Context: an optimization exercise on an open-source flow, tuned for small area. The choices shown serve that exercise and are no tape-out recipe. Function was checked by simulation only, so behaviour that the tests miss may differ from the original.

## flow/design.v (module list and top-level ports; edited modules follow where they fit)
// module div_by_3: 7 lines
// module maxer: 1791 lines
// module fa: 4 lines
// module ha: 4 lines
module maxer(
    input clk,
    input rst,
    input maxing,
    input [784-1:0] ips_gen_out,
    output reg start_ips_gen,
    output reg next_ips_gen,
    output reg maxer_valid,
    output [24-1:0] threshold
    );
  // ...
==> flow/run.sh <==
#!/bin/bash
# synth_recipe.tcl (not shown) runs the flow's synth.tcl, then flattens the netlist and writes it again
# the make line also repeats each setting of config.mk as NAME=value (left out here)
make -C /OpenROAD-flow-scripts/flow DESIGN_CONFIG=/design/flow/config.mk WORK_HOME=/design/flow/orfs CLKGATE_MAP_FILE= SYNTH_SCRIPT=/design/flow/synth_recipe.tcl finish
==> flow/config.mk <==
export PLATFORM = sky130hd
export DESIGN_NAME = maxer
export DESIGN_NICKNAME = maxer
export VERILOG_FILES = /design/flow/design.v
export SDC_FILE = /design/flow/constraint.sdc
export NUM_CORES = 4
export LEC_CHECK = 0
export CAP_MARGIN = 20
export CORE_MARGIN = 2
export CORE_UTILIZATION = 40
export SLEW_MARGIN = 20
export SYNTH_HIERARCHICAL = 1
==> flow/constraint.sdc <==
create_clock -name core_clock -period 7.0 [get_ports {clk}]
set_input_delay 1.4000 -clock core_clock [delete_from_list [all_inputs] [get_ports {clk}]]
set_output_delay 1.4000 -clock core_clock [all_outputs]
set_load 0.01 [all_outputs]
==> results.py, run 1 <==
metrics = {
    "logic_synthesis": {
        "netlist_area_um2": 18990,
        "synth_top_area_frac": 0.7979,
        "synth_compound_area_frac": 0.009684,
        "async_flop_share": 0.1897,
        "synth_top_family_by_area": "adder cells",
        "synthFlopType": "dfxtp_1",
        "synthMuxAreaShare": 0.0005270,
        "synth_xor_area_frac": 0.01476,
        "synth_fa_ha_area_frac": 0.8783,
        "ys_top_cells_by_area": "fa_1 80%, ha_1 8.0%, dfxtp_1 4.1%",
        "yosys_warnings": 7,
        "ys_ff_latch": 58,
        "syn_area_per_cell_um2": 17.30,
        "yosysMostFrequentCell": "fa_1",
        "synth-edff-count": 8,
        "yosysUniqueCellTypes": 40,
        "synth-simple-area-share": 0.01502,
        "yosysTopAreaCell": "fa_1",
        "synthCells": 1098,
        "synthTopCellsByCount": "757 x fa_1, 122 x ha_1, 39 x dfxtp_1, 29 x inv_1, 27 x xor2_1",
        "yosysSeqAreaShare": 0.06825,
    },
    "run_status": {
        "status": "stopped before the end",
        "haltStage": "I/O pin placement (3_2_place_iop)",
        "firstError": "[ERROR PPL-0024] Number of IO pins (814) exceeds maximum number of available positions (796). Increase the die perimeter from 887.60um to 1107.04um.",
    },
    "floorplan": {
        "start_util": 0.4062,
        "die_w_um": 221.9,
        "rows": 79,
        "die_height_um": 221.9,
    },
}
==> inputs of run 2 (changes only) <==
--- a/flow/config.mk
+++ b/flow/config.mk
@@ -7,6 +7,6 @@
 export LEC_CHECK = 0
 export CAP_MARGIN = 20
 export CORE_MARGIN = 2
-export CORE_UTILIZATION = 40
+export CORE_UTILIZATION = 22
 export SLEW_MARGIN = 20
 export SYNTH_HIERARCHICAL = 1
==> run 2 against run 1 <==
The layout now fails its checks (negative setup slack). Synthesized area unchanged. Synthesized cell count did not move.
==> results.py, run 2 <==
metrics = {
    "worst_setup_path": {
        "ff2ff_setup_slack_ns": 3.99,
        "critPathKind": "input port to flop",
        "rr_endpoint": "tq2[6]$_DFF_P_",
        "cp-start-kind": "input port",
        "r2r-start": "r1[0]$_DFF_P_",
        "required_ns": 7.21,
        "critical_path_arrival_ns": 7.24,
        "r2r_cells": 8,
        "cp_max_fo": 1,
        "crit_path_end_kind": "flop",
        "cp-startpoint": "ips_gen_out[498]",
    },
    "floorplan": {
        "die_area_um2": 88690,
        "start_util": 0.2224,
        "ios": 814,
        "die_w_um": 297.8,
        "core_area_um2": 85410,
        "die_height_um": 297.8,
        "rows": 107,
    },
    "finish": {
        "layout_common_cells": "686 x fa_1, 480 x clkdlybuf4s50_1, 159 x dlymetal6s2s_1",
        "fillers": 8347,
        "final_common_cell": "fa_1",
        "utilization": 0.3447,
        "largest_reg_flops": 23,
        "synthToLayoutAreaGrowth_pct": 55.01,
        "final_nets": 3578,
        "regMostFlops": "r1",
        "layout-drive-gt1-share": 0.07042,
    },
    "clock_tree": {
        "cts_num_sinks": 58,
        "cts_tree": "built",
        "cts_buffers": 9,
        "cts_buffer_depth": 2,
        "clk_latency_ns": 0.33,
        "clk_pin_slew_ns": 0.05,
        "cts_hold_buf": 0,
        "root_buffer": "clkbuf_16",
        "htreeDepth": 3,
    },
    "logic_synthesis": {
        "yosys_warnings": 7,
        "synth_top_family_by_area": "adder cells",
        "synth-edff-count": 8,
        "yosysUniqueCellTypes": 40,
        "synthMuxAreaShare": 0.0005270,
        "synth_compound_area_frac": 0.009684,
        "synthFlopType": "dfxtp_1",
        "yosysTopAreaCell": "fa_1",
        "async_flop_share": 0.1897,
        "synth_fa_ha_area_frac": 0.8783,
        "syn_area_per_cell_um2": 17.30,
        "synth_xor_area_frac": 0.01476,
        "synthTopCellsByCount": "757 x fa_1, 122 x ha_1, 39 x dfxtp_1, 29 x inv_1, 27 x xor2_1",
        "synth-simple-area-share": 0.01502,
        "ys_top_cells_by_area": "fa_1 80%, ha_1 8.0%, dfxtp_1 4.1%",
        "netlist_area_um2": 18990,
        "synthCells": 1098,
        "synth_top_area_frac": 0.7979,
        "ys_ff_latch": 58,
        "yosysMostFrequentCell": "fa_1",
        "yosysSeqAreaShare": 0.06825,
    },
    "sta": {
        "skew_ns": 0.007297,
        "fin_crit_ns": 7.038,
        "setup_viol": 1,
        "rsz0062_at_grt": "yes",
        "period_share": 1.005,
        "slew_headroom": 0.4898,
        "hold_violations": 0,
        "holdWs_ns": 0.3234,
        "worstMarginPinSlew_ns": 0.7652,
        "drv_slew": 0,
        "setup_tns_ns": -0.03787,
        "max_clock_freq_mhz": 142.1,
        "setup_slack_ns": -0.03787,
    },
    "detailed_routing": {
        "num_vias": 11890,
        "wl_per_cell_um": 23.79,
        "drt_wl_total_mm": 72.96,
        "ant_nets": 0,
        "drc": 0,
        "dr.pass1.iters": 4,
        "drt_iter0_drc": 378,
        "via_per_inst": 3.876,
    },
    "global_routing": {
        "grt-ovfl-total": 0,
        "antenna_found_initial": 14,
        "grt_pass1_vias": 16080,
        "grtUsageTotal": 0.1684,
        "grt_max_degree": 15,
        "grt_pass1_wl_mm": 106.8,
    },
    "min_path": {
        "min_path_cells": 0,
        "holdCritStartpoint": "tq2[5]$_DFF_P_",
        "worstHoldEndpoint": "tq3[5]$_DFF_P_",
        "hp-class": "flop to flop",
    },
    "run_status": {
        "failed_checks": "negative setup slack",
        "status": "finished with violations",
    },
    "job": {
        "drv_cap": 0,
    },
    "placed_design": {
        "place_ws_ns": -0.9018,
        "portBuffers": 798,
        "hpwl_mm": 71.82,
        "gp_congestion": 1.061,
    },
}
-- run 2: worst max-delay path by stage --
stage | to | slack [ns] | cells past startpoint
2_1_floorplan | r1[5]$_DFF_P_ | 0.09 | 12
3_3_place_gp | r1[5]$_DFF_P_ | -0.90 | 13
3_5_place_dp | r1[5]$_DFF_P_ | -0.90 | 13
4_1_cts | r1[5]$_DFF_P_ | -0.09 | 13
5_1_grt | r1[5]$_DFF_P_ | -0.13 | 13
6_report | r1[5]$_DFF_P_ | -0.04 | 13
-- run 2: worst max-delay path, cell delays in order --
cell and delay [ns]:
clkdlybuf4s50_1 0.48, fa_1 0.45, fa_1 0.49, fa_2 0.63, ha_4 0.21, fa_2 0.40
fa_1 0.56, fa_2 0.37, fa_1 0.49, fa_1 0.53, fa_2 0.45, fa_2 0.35
fa_1 0.43
-- run 2: routing by layer --
layer,share of wire,GRT usage
met5,0.00056,0
met4,0.0077,0.01579
met2,0.55,0.3146
met3,0.063,0.03865
met1,0.38,0.2028
-- run 2: modules after synthesis (local to each module, per instance) --
module / flops+latches / cell area, µm²
fa: 0 / 20.02
div_by_3: 0 / 655.6
maxer: 58 / 2096
ha: 0 / 12.51
-- run 2: final cells by class --
| cell class | count | area [µm²] | share of cell area |
|---|---|---|---|
| antenna | 6 | 15.01 | 0.0005100 |
| sequential | 58 | 1296 | 0.04403 |
| inverter | 30 | 112.6 | 0.003825 |
| clock buffer | 11 | 242.7 | 0.008245 |
| tap | 1144 | 1431 | 0.04862 |
| timing repair buffer | 807 | 8282 | 0.2813 |
| multi-input combinational | 1006 | 18030 | 0.6125 |
| clock inverter | 5 | 27.53 | 0.0009350 |
-- run 2: kinds of logic (layout without fill, tap and decap cells) --
| kind of cell | count (synthesis) | count (layout) |
|---|---|---|
| and+or+nand+nor | 51 | 51 |
| buffers and inverters | 48 | 853 |
| xor gates and xnor gates | 32 | 32 |
| muxes | 1 | 1 |
| AOI/OAI and AO/OA | 28 | 28 |
| adders and majority gates | 879 | 879 |
| DFF | 58 | 58 |
| other | 1 | 21 |
-- run 2: stage by stage --
stage,area [µm²],cells
detailed placement,28420,3045
global placement,28420,3045
global route,29440,3067
floorplan,19040,1112
CTS,28930,3061
finish,29440,3067
-- run 2: what timing repair did --
item / CTS / global route
gates resized for setup: 254 / 181
endpoints found under the setup margin: 15 / 10
pin swaps: 144 / 139
buffers inserted: 0 / 0
==> inputs of run 3 (changes only) <==
==> flow/flow/run.sh (new file) <==
#!/bin/bash
# Standard ORFS layout (the standard.sh, unchanged synthesis), with the
# port buffers made of the smallest buffer cell instead of the default pick.
set -euo pipefail
export BUFFER_PORTS_ARGS="-buffer_cell sky130_fd_sc_hd__buf_1"
bash standard.sh finish > flow_make.log 2>&1
==> flow/standard.sh (new file) <==
#!/bin/bash
# synth_recipe.tcl (not shown) runs the flow's synth.tcl, then flattens the netlist and writes it again
# the make line also repeats each setting of config.mk as NAME=value (left out here)
make -C /OpenROAD-flow-scripts/flow DESIGN_CONFIG=/design/flow/config.mk WORK_HOME=/design/flow/orfs CLKGATE_MAP_FILE= SYNTH_SCRIPT=/design/flow/synth_recipe.tcl "${@:-finish}"
removed: flow/run.sh
==> run 3 against run 2 <==
Now clean on timing, DRC and antenna. Utilization down 6.6 points. Clock skew down 0.0019 ns. Global-route usage down 1.6 points. Register-to-register slack worse by 0.03 ns. First-iteration DRC count up 8.7%. Critical endpoint unchanged.
==> results.py, run 3 <==
metrics = {
    "run_status": {
        "status": "timing/DRC/antenna clean",
    },
    "global_routing": {
        "grt_max_degree": 15,
        "grt-ovfl-total": 0,
        "grt_pass1_vias": 15000,
        "antenna_found_initial": 7,
        "grt_pass1_wl_mm": 96.68,
        "grtUsageTotal": 0.1522,
    },
    "logic_synthesis": {
        "netlist_area_um2": 18990,
        "synthCells": 1098,
        "yosysUniqueCellTypes": 40,
        "yosys_warnings": 7,
        "ys_top_cells_by_area": "fa_1 80%, ha_1 8.0%, dfxtp_1 4.1%",
        "synthFlopType": "dfxtp_1",
        "yosysTopAreaCell": "fa_1",
        "synth_top_area_frac": 0.7979,
        "ys_ff_latch": 58,
        "async_flop_share": 0.1897,
        "synthTopCellsByCount": "757 x fa_1, 122 x ha_1, 39 x dfxtp_1, 29 x inv_1, 27 x xor2_1",
        "synth-edff-count": 8,
        "yosysSeqAreaShare": 0.06825,
        "yosysMostFrequentCell": "fa_1",
        "syn_area_per_cell_um2": 17.30,
    },
    "sta": {
        "fin_crit_ns": 6.893,
        "slew_headroom": 0.4400,
        "skew_ns": 0.005416,
        "hold_violations": 0,
        "period_share": 0.9847,
        "max_clock_freq_mhz": 145.1,
        "setup_slack_ns": 0.1072,
        "setup_viol": 0,
        "drv_slew": 0,
        "rsz0062_at_grt": "no",
        "worstMarginPinSlew_ns": 0.8401,
        "holdWs_ns": 0.3214,
    },
    "floorplan": {
        "die_height_um": 297.8,
        "die_area_um2": 88690,
        "ios": 814,
        "core_area_um2": 85410,
        "die_w_um": 297.8,
        "start_util": 0.2224,
        "rows": 107,
    },
    "worst_setup_path": {
        "critical_path_arrival_ns": 7.10,
        "critPathKind": "input port to flop",
        "cpMaxStageDelayCell": "fa_1",
        "critPathTopFamily": "adder cells",
        "cpMostUsedCell": "fa_1",
        "cp-start-kind": "input port",
        "required_ns": 7.20,
        "slowest_delay_ns": 0.71,
        "crit_path_end_kind": "flop",
        "cp_cell_sequence": "buf_1 -> fa_1 -> fa_1 -> fa_1 -> ha_1 -> fa_1 -> ha_1 -> fa_1 -> fa_1 -> fa_1 -> fa_1 -> fa_1 -> fa_1",
        "cp_max_fo": 1,
        "cp.buffers_inverters": 1,
    },
    "finish": {
        "synthToLayoutAreaGrowth_pct": 25.48,
        "layout-drive-gt1-share": 0.02821,
        "final_common_cell": "buf_1",
        "multiInputGateArea_um2": 17570,
        "regMostFlops": "r1",
        "final_nets": 3575,
        "largest_reg_flops": 23,
        "seqCellArea_um2": 1296,
        "layout_common_cells": "794 x buf_1, 738 x fa_1, 119 x ha_1",
        "fillers": 8891,
        "fin_area_um2": 23830,
    },
    "clock_tree": {
        "cts_num_sinks": 58,
        "root_buffer": "clkbuf_16",
        "htreeDepth": 3,
        "clk_pin_slew_ns": 0.05,
        "cts_buffers": 9,
        "cts_setup_buffers": 0,
        "clk_latency_ns": 0.32,
        "cts_hold_buf": 0,
        "cts_tree": "built",
        "cts_buffer_depth": 2,
    },
    "detailed_routing": {
        "dr.pass1.iters": 4,
        "num_vias": 11940,
        "wl_per_cell_um": 21.70,
        "drt_wl_total_mm": 66.48,
        "drc": 0,
        "drt_iter0_drc": 411,
        "ant_nets": 0,
        "via_per_inst": 3.897,
    },
    "placed_design": {
        "hpwl_mm": 66.31,
        "dpl_cell_area_um2": 23400,
        "place_ws_ns": -0.5042,
        "portBuffers": 798,
        "gp_congestion": 1.028,
    },
    "job": {
        "drv_cap": 0,
    },
    "min_path": {
        "hp-class": "flop to flop",
    },
}
## run 3: cell counts after synthesis
No cell type changed its count.
## run 3: worst reg2reg max path, stage by stage (launching register included)
cell and delay [ns]:
dfxtp_1 0.29, and3_1 0.20, ha_1 0.19, fa_1 0.38, fa_1 0.40, fa_1 0.39, fa_1 0.39, fa_1 0.40
ha_1 0.28
## run 3: timing repair
item / 4_1_cts / 5_1_grt
setup endpoints to repair: 4 / 4
resized for setup: 9 / 18
pin swaps: 3 / 11
## run 3: path summary, 6_finish.rpt
check                                 startpoint               endpoint  slack [ns]  depth (start not counted)
max in group asynchronous                    rst       c[5]$_DFFE_PP0P_        5.62                          2
worst max register to register     r1[2]$_DFF_P_         tq2[6]$_DFF_P_        3.96                          8
worst min register to register    tq2[0]$_DFF_P_         tq3[0]$_DFF_P_        0.32                          0
min in group asynchronous                    rst  maxer_valid$_DFF_PP0_        1.07                          2
worst max-delay path            ips_gen_out[332]          r1[5]$_DFF_P_        0.11                         13
worst min-delay path              tq2[0]$_DFF_P_         tq3[0]$_DFF_P_        0.32                          0
## run 3: modules after synthesis, one instance, submodules excluded
module,flip-flops and latches,area [µm²],copies in the design,cells inside
maxer,58,2096,1,170
div_by_3,0,655.6,1,80
fa,0,20.02,750,1
ha,0,12.51,98,1
## run 3: final cells by class
type / instances / share of cell area
Multi-Input combinational cell: 1006 / 0.7373
Timing Repair Buffer: 804 / 0.1288
Tap cell: 1144 / 0.06006
Sequential cell: 58 / 0.05439
Clock buffer: 12 / 0.01171
Inverter: 30 / 0.004725
Clock inverter: 4 / 0.002310
Antenna cell: 6 / 0.0006300
## run 3: kinds of logic after synthesis
logic type / after synthesis / share of synthesized area
compound gates: 28 / 0.009684
xor+xnor: 32 / 0.01476
fa+ha+maj: 879 / 0.8783
buf+inv: 48 / 0.01324
flops: 58 / 0.06825
mux: 1 / 0.0005271
other cells: 1 / 0.0001975
simple gates: 51 / 0.01502
## run 3: layer usage
layer / part of all wire / global-route usage / wire (µm) / up-vias
met5: 0.00020 / 0 / 13 / -
met4: 0.0062 / 0.01125 / 412 / 2
met3: 0.049 / 0.01940 / 3265 / 23
met2: 0.54 / 0.2808 / 36080 / 429
met1: 0.40 / 0.1976 / 26720 / 6418
li1: - / - / - / 5069
## run 3: metrics by stage
| step | TNS, ns | std cells | utilization |
|---|---|---|---|
| final | 0 | 3064 | 0.2790 |
| after global routing | 0 | 3059 | 0.2789 |
| after CTS | 0 | 3058 | 0.2781 |
| after detailed placement | -3.201 | 3042 | 0.2740 |
| after global placement | -2.766 | 3042 | 0.2740 |
| after floorplan | 0 | 1112 | - |

afterwards: timing with drivers on the ports:
In the flow no input, the clock included, has a driving cell. The finished layouts below were timed again as built, in two steps. Step 1: set_driving_cell puts a clkbuf_16 on clk and a buf_2 on each other input, an assumption about the parent block. Step 2 moves the port delays by t, midway between the first and last clock arrival at a register: inputs arrive t later, outputs are due t later. That takes back most of the time a late clock gives input paths. Slacks: ideal / step 1 / step 2; pairs: ideal / step 1.
run	t (ns)	setup WS [ns]	worst setup path after step 2	worst register clock-pin slew, ns
run 2	0.372	-0.038 / -0.039 / -0.412	input to register	0.05 / 0.05
run 3	0.360	0.107 / 0.123 / -0.237	input to register	0.05 / 0.05
Met with ideal ports but missed after step 2: setup timing in run 3. For run 2, which loses most, drivers alone change the setup slack by -0.001 ns; drivers and shift together by -0.374 ns.
